Background: an optimization exercise with open tools, aiming at small area. Do not read the settings as production practice.
The RTL was checked by simulation tests, not by an equivalence proof against the original design.
No activity file was given, so power comes from the tool's default toggle rates.

== v48 ==
// FFT_8point_16bit
module FFT_8point_16bit(
    input [15:0] x0,x1,x2,x3,x4,x5,x6,x7,
    input en,clk,rst,
    output [15:0] r7,r6,r5,r4,r3,r2,r1,r0,i7,i6,i5,i4,i3,i2,i1,i0);
Size in the first run: ~860 flip-flops, ~0.030 mm² of cells after synthesis.
clock: 8.5 ns
lec_check: 0
cap_margin: 20
core_margin: 2
core_utilization: 88
slew_margin: 20
synth_hierarchical: 1
standard.sh (not shown) runs the stock make flow with config.mk's settings and CLKGATE_MAP_FILE= SYNTH_SCRIPT=/design/flow/synth_recipe.tcl, a recipe that flattens the netlist after the stock synthesis.
==> flow/flow/run.sh <==
#!/bin/bash
# The standard layout (standard.sh, all ORFS steps), with two changes:
# the port buffers use the smallest buffer cell, and CTS inserts no dummy loads.
set -o pipefail
export BUFFER_PORTS_ARGS="-buffer_cell sky130_fd_sc_hd__buf_1"
export CTS_ARGS="-sink_clustering_enable -repair_clock_nets -buf_list sky130_fd_sc_hd__clkbuf_8 -sink_clustering_size 20 -sink_clustering_max_diameter 45 -dont_use_dummy_load"
bash standard.sh > standard.log 2>&1
v48 terminated abnormally: detailed placement reported DPL-0033.
diff inputs: v48 => v27
Settings: changing CORE_UTILIZATION from 88 to 80.
==> flow/flow/run.sh <==
#!/bin/bash
# The standard layout (standard.sh, all ORFS steps), with two changes:
# the port buffers use the smallest buffer cell, and CTS inserts no dummy loads.
set -o pipefail
export BUFFER_PORTS_ARGS="-buffer_cell sky130_fd_sc_hd__buf_1"
export CTS_ARGS="-sink_clustering_enable -repair_clock_nets -buf_list sky130_fd_sc_hd__clkbuf_8 -sink_clustering_size 20 -sink_clustering_max_diameter 50 -dont_use_dummy_load"
bash standard.sh > standard.log 2>&1
[summary]
- Of v27 and v48, only v48 never reached the final stage.
- The post-detailed-placement half-perimeter wirelength reported for v27 is smaller than that of v48 by 21%.
- Comparing v27 and v48, final weighted congestion of routability-driven global placement is lower on v48.
- v27 -> v48: synthesized area delta 0, exact match
- Delta (v27 minus v48): area share of and/or/nand/nor cells after synthesis flat, number of placement rows saw an increase.
- Row effective utilization at floorplan: v27 lower / v48 higher
- Synthesized cell count delta (v48 -> v27): insignificant
- Re vertical die dimension: v27 is 4.8% up on v48.
- Compared with v48, v27 shows a die outline width that is 9.1 µm higher.
- Diff v27..v48 | adder and majority gate portion of the synthesized area | negligible
[inputs] v33 vs v27
Settings: CORE_UTILIZATION: 80 -> 70.
Notes after the runs:
From v27 to v33 the numbers moved as follows: global-route total usage across every layer fell 5.8 points; number of CTS-inserted buffers has increased; combinational cell power +11%; utilization went down by 10 points.

---

FFT_8point_16bit, a different RTL version from the one above (not shown whole).
Size: about 2,100 cells after synthesis, ~860 flip-flops, about 390 I/O pins, ~30,000 sq um of cells after synthesis.
==> flow/config.mk <==
export PLATFORM = sky130hd
export DESIGN_NAME = FFT_8point_16bit
export DESIGN_NICKNAME = FFT_8point_16bit
export VERILOG_FILES = /design/flow/design.v
export SDC_FILE = /design/flow/constraint.sdc
export NUM_CORES = 4
export LEC_CHECK = 0
export CAP_MARGIN = 20
export CORE_MARGIN = 2
export CORE_UTILIZATION = 80
export SLEW_MARGIN = 20
export SYNTH_HIERARCHICAL = 1
==> flow/constraint.sdc <==
create_clock -name core_clock -period 8.5 [get_ports {clk}]
set_input_delay 1.7000 -clock core_clock [delete_from_list [all_inputs] [get_ports {clk}]]
set_output_delay 1.7000 -clock core_clock [all_outputs]
set_load 0.01 [all_outputs]
==> flow/flow/run.sh <==
#!/bin/bash
# The standard layout (standard.sh, all ORFS steps), with three changes:
# the port buffers use the smallest buffer cell, and CTS inserts no dummy loads, and one tie cell drives all constant outputs.
set -o pipefail
export BUFFER_PORTS_ARGS="-buffer_cell sky130_fd_sc_hd__buf_1"
export SKIP_REPAIR_TIE_FANOUT=1
export CTS_ARGS="-sink_clustering_enable -repair_clock_nets -buf_list sky130_fd_sc_hd__clkbuf_8 -sink_clustering_size 20 -sink_clustering_max_diameter 50 -dont_use_dummy_load"
bash standard.sh > standard.log 2>&1
The starting point finished clean.
==> next run, changes <==
==> flow/flow/run.sh (replaced) <==
#!/bin/bash
# The standard layout (standard.sh, all ORFS steps), with three changes:
# the port buffers use the smallest buffer cell, and CTS inserts no dummy loads, and one tie cell drives all constant outputs.
set -o pipefail
export BUFFER_PORTS_ARGS="-buffer_cell sky130_fd_sc_hd__buf_1"
export SKIP_REPAIR_TIE_FANOUT=1
export CTS_ARGS="-sink_clustering_enable -repair_clock_nets -buf_list sky130_fd_sc_hd__clkbuf_8 -sink_clustering_size 24 -sink_clustering_max_diameter 40 -dont_use_dummy_load"
bash standard.sh > standard.log 2>&1
Result: The new run finished with timing, DRC and antenna clean; design area rises by 0.32%; final cell count hardly moves; synthesized area stays the same; non-clock buffer count stays the same; die area does not change.
==> next run, changes <==
==> flow/flow/run.sh (replaced) <==
#!/bin/bash
# The standard layout (standard.sh, all ORFS steps), with three changes:
# the port buffers use the smallest buffer cell, and CTS inserts no dummy loads, and one tie cell drives all constant outputs.
set -o pipefail
export BUFFER_PORTS_ARGS="-buffer_cell sky130_fd_sc_hd__buf_1"
export SKIP_REPAIR_TIE_FANOUT=1
export CTS_ARGS="-sink_clustering_enable -repair_clock_nets -buf_list sky130_fd_sc_hd__clkbuf_8 -sink_clustering_size 20 -sink_clustering_max_diameter 50 -dont_use_dummy_load"
bash standard.sh > standard.log 2>&1
Settings changed: GPL_TIMING_DRIVEN set to 0.
The changed run completed with no timing, DRC or antenna violations.
Maximum frequency went down by about 5%.
Design area went up by 5.4%.
Power went up by 1.2%.
Routed wire length went up by about 23%.
Sequential cell count does not change.
Setup slack degrades by 0.42 ns.
Combinational power went up by about 4%.
Die area does not change.
Via count went up by about 11%.
Count of clock-buffer cells in the layout went down by 9.
Non-clock buffer count went up by 258.

---

FFT_8point_16bit, a different RTL version from the one above (not shown whole).
Size: roughly 2,100 cells after synthesis, about 860 flip-flops, about 390 I/O pins, roughly 30,000 um^2 of cells after synthesis.
export LEC_CHECK = 0
export CAP_MARGIN = 20
export CORE_MARGIN = 2
export CORE_UTILIZATION = 40
export SLEW_MARGIN = 20
export SYNTH_HIERARCHICAL = 1
create_clock -name core_clock -period 8.5 [get_ports {clk}]
run.sh (not shown) runs the stock make flow with config.mk's settings and CLKGATE_MAP_FILE= SYNTH_SCRIPT=/design/flow/synth_recipe.tcl, a recipe that flattens the netlist after the stock synthesis.
Stock flow here: none of the scripts above is used.
==> next run, changes <==
CTS_BUF_LIST = sky130_fd_sc_hd__clkbuf_8   (was unset)
CTS_CLUSTER_DIAMETER = 50   (was unset)
CTS_CLUSTER_SIZE = 16   (was unset)
The changed run finished with timing, DRC and antenna clean.
Power fell by 9.4%.
Die area is unchanged.
Wire length fell by 1.2%.
Count of clock-buffer cells in the layout fell by 36.
Register-to-register slack stays flat.
Utilization fell by 1.8 points.
Maximum frequency rose by 0.72%.
Worst hold slack improves by 7.9 ps.
Via count fell by 0.74%.
Setup slack improves by 59 ps.
Cell area fell by 3.7%.
==> next run, changes <==
CTS_CLUSTER_DIAMETER = 40   (was 50)
CTS_CLUSTER_SIZE = 20   (was 16)
Routed wire length increases by 0.95%.
Critical path depth is unchanged.
Core utilization rose by 1.1 points.
Design area grows by 2.3%.
Total power increases by 5.5%.
Clock-buffer cell count rises by 21.
==> next run, changes <==
==> flow/flow/run.sh (new file) <==
#!/bin/bash
# The standard layout (standard.sh, all ORFS steps), with two changes:
# the port buffers use the smallest buffer cell, and CTS inserts no dummy loads.
set -o pipefail
export BUFFER_PORTS_ARGS="-buffer_cell sky130_fd_sc_hd__buf_1"
export CTS_ARGS="-sink_clustering_enable -repair_clock_nets -buf_list sky130_fd_sc_hd__clkbuf_8 -sink_clustering_size 16 -sink_clustering_max_diameter 50 -dont_use_dummy_load"
bash standard.sh > standard.log 2>&1
==> flow/standard.sh (new file) <==
#!/bin/bash
# synth_recipe.tcl (not shown) runs the flow's synth.tcl, then flattens the netlist and writes it again
# the make line also repeats each setting of config.mk as NAME=value (left out here)
make -C /OpenROAD-flow-scripts/flow DESIGN_CONFIG=/design/flow/config.mk WORK_HOME=/design/flow/orfs CLKGATE_MAP_FILE= SYNTH_SCRIPT=/design/flow/synth_recipe.tcl "${@:-finish}"
CTS_CLUSTER_DIAMETER = 50   (was 40)
CTS_CLUSTER_SIZE = 16   (was 20)
removed: flow/run.sh
- The changed run completed without violations
- design area drops by 10%
- sequential share of layout area climbs by 5.4 points
- total power drops by 8.3%
- core utilization drops by 4.9 points
- register-to-register slack is worse by 110 ps
- count of clock-buffer cells in the layout drops by 28
==> next run, changes <==
==> flow/flow/run.sh (replaced) <==
#!/bin/bash
# The standard layout (standard.sh, all ORFS steps), with two changes:
# the port buffers use the smallest buffer cell, and CTS inserts no dummy loads.
set -o pipefail
export BUFFER_PORTS_ARGS="-buffer_cell sky130_fd_sc_hd__buf_1"
export CTS_ARGS="-sink_clustering_enable -repair_clock_nets -buf_list sky130_fd_sc_hd__clkbuf_8 -sink_clustering_size 20 -sink_clustering_max_diameter 50 -dont_use_dummy_load"
bash standard.sh > standard.log 2>&1
CORE_UTILIZATION = 60   (was 40)
CTS_BUF_LIST = unset   (was sky130_fd_sc_hd__clkbuf_8)
CTS_CLUSTER_DIAMETER = unset   (was 50)
CTS_CLUSTER_SIZE = unset   (was 16)
What happened: The changed run completed without violations. Area after synthesis is unchanged. Sequential share of layout area rose by 1.3 points. Maximum frequency barely changes. Clock-buffer cell count fell by 18. Via count drops by a few percent. Core utilization rose by 20 points.

---

== amber ==
RTL: one of the versions met above, not the one the previous note started from.
Size: about 2100 cells after synthesis, ~860 flip-flops, ~390 I/O pins, ~30000 µm² of cells after synthesis.
clock: 8.5 ns
lec_check: 0
cap_margin: 20
core_margin: 2
core_utilization: 75
slew_margin: 20
synth_hierarchical: 1
standard.sh (not shown) runs the stock make flow with config.mk's settings and CLKGATE_MAP_FILE= SYNTH_SCRIPT=/design/flow/synth_recipe.tcl, a recipe that flattens the netlist after the stock synthesis.
==> flow/flow/run.sh <==
#!/bin/bash
# The standard layout (standard.sh, all ORFS steps), with three changes:
# the port buffers use the smallest buffer cell, and CTS inserts no dummy loads, and one tie cell drives all constant outputs.
set -o pipefail
export BUFFER_PORTS_ARGS="-buffer_cell sky130_fd_sc_hd__buf_1"
export SKIP_REPAIR_TIE_FANOUT=1
export CTS_ARGS="-sink_clustering_enable -repair_clock_nets -buf_list sky130_fd_sc_hd__clkbuf_8 -sink_clustering_size 20 -sink_clustering_max_diameter 50 -dont_use_dummy_load"
bash standard.sh > standard.log 2>&1
amber completed; timing, DRC and antenna clean
Input-level comparison between quartz and amber:
- swapping 75 for 80 in CORE_UTILIZATION
--- a/flow/flow/run.sh
+++ b/flow/flow/run.sh
@@ -7 +7 @@
-export CTS_ARGS="-sink_clustering_enable -repair_clock_nets -buf_list sky130_fd_sc_hd__clkbuf_8 -sink_clustering_size 20 -sink_clustering_max_diameter 50 -dont_use_dummy_load"
+export CTS_ARGS="-sink_clustering_enable -repair_clock_nets -buf_list sky130_fd_sc_hd__clkbuf_16 -sink_clustering_size 30 -sink_clustering_max_diameter 50 -dont_use_dummy_load"
Findings:
- [compare] base=amber new=quartz: detailed-route wire length higher, clock-buffer cell count lower.
- Data arrival time of the critical path | quartz above amber
- Instance count after placement with tap cells included, amber and quartz: larger value in amber
- Comparing quartz against amber, there is no change at all in non-clock buffer count.

## separate check: timing with driven ports
How much do the figures lean on ideal ports? The routed layouts below were timed once more, with nothing changed but the port constraints. Step 1 sets driving cells, clkbuf_16 on the clock port and buf_2 on the other inputs (assumed; they add their load-dependent delay and slew). Step 2 adds t to the input delays and takes it off the output delays; t is the mean of the earliest and latest rising clock arrival at the registers after step 1. Input paths then give back, and output paths get back, about the clock's delay inside the block. a / b / c = ideal / step 1 / step 2; a / b = the first two.
run	shift t [ns]	slack for setup (ns)	clock arrival spread, ns
v27	0.681	0.352 / 0.385 / -0.296	0.090 / 0.090
v33	0.685	0.642 / 0.671 / -0.014	0.072 / 0.072
the first run of note 2	0.645	0.627 / 0.658 / 0.013	0.067 / 0.066
the second run of note 2	0.698	0.613 / 0.645 / -0.053	0.092 / 0.092
the third run of note 2	0.665	0.188 / 0.172 / -0.494	0.054 / 0.053
the first run of note 3	0.678	0.228 / 0.268 / -0.410	0.020 / 0.020
the second run of note 3	0.714	0.287 / 0.319 / -0.395	0.036 / 0.037
the third run of note 3	0.735	0.311 / 0.323 / -0.392	0.061 / 0.060
the fourth run of note 3	0.698	0.620 / 0.655 / -0.043	0.104 / 0.104
the fifth run of note 3	0.702	0.622 / 0.649 / -0.053	0.075 / 0.075
amber	0.685	0.594 / 0.621 / -0.064	0.069 / 0.069
quartz	0.613	0.177 / 0.209 / -0.404	0.056 / 0.056
Met with ideal ports but missed after step 2: setup timing in 11 of these runs. For the third run of note 3, which loses most, drivers alone change the setup slack by +0.012 ns; drivers and shift together by -0.703 ns.
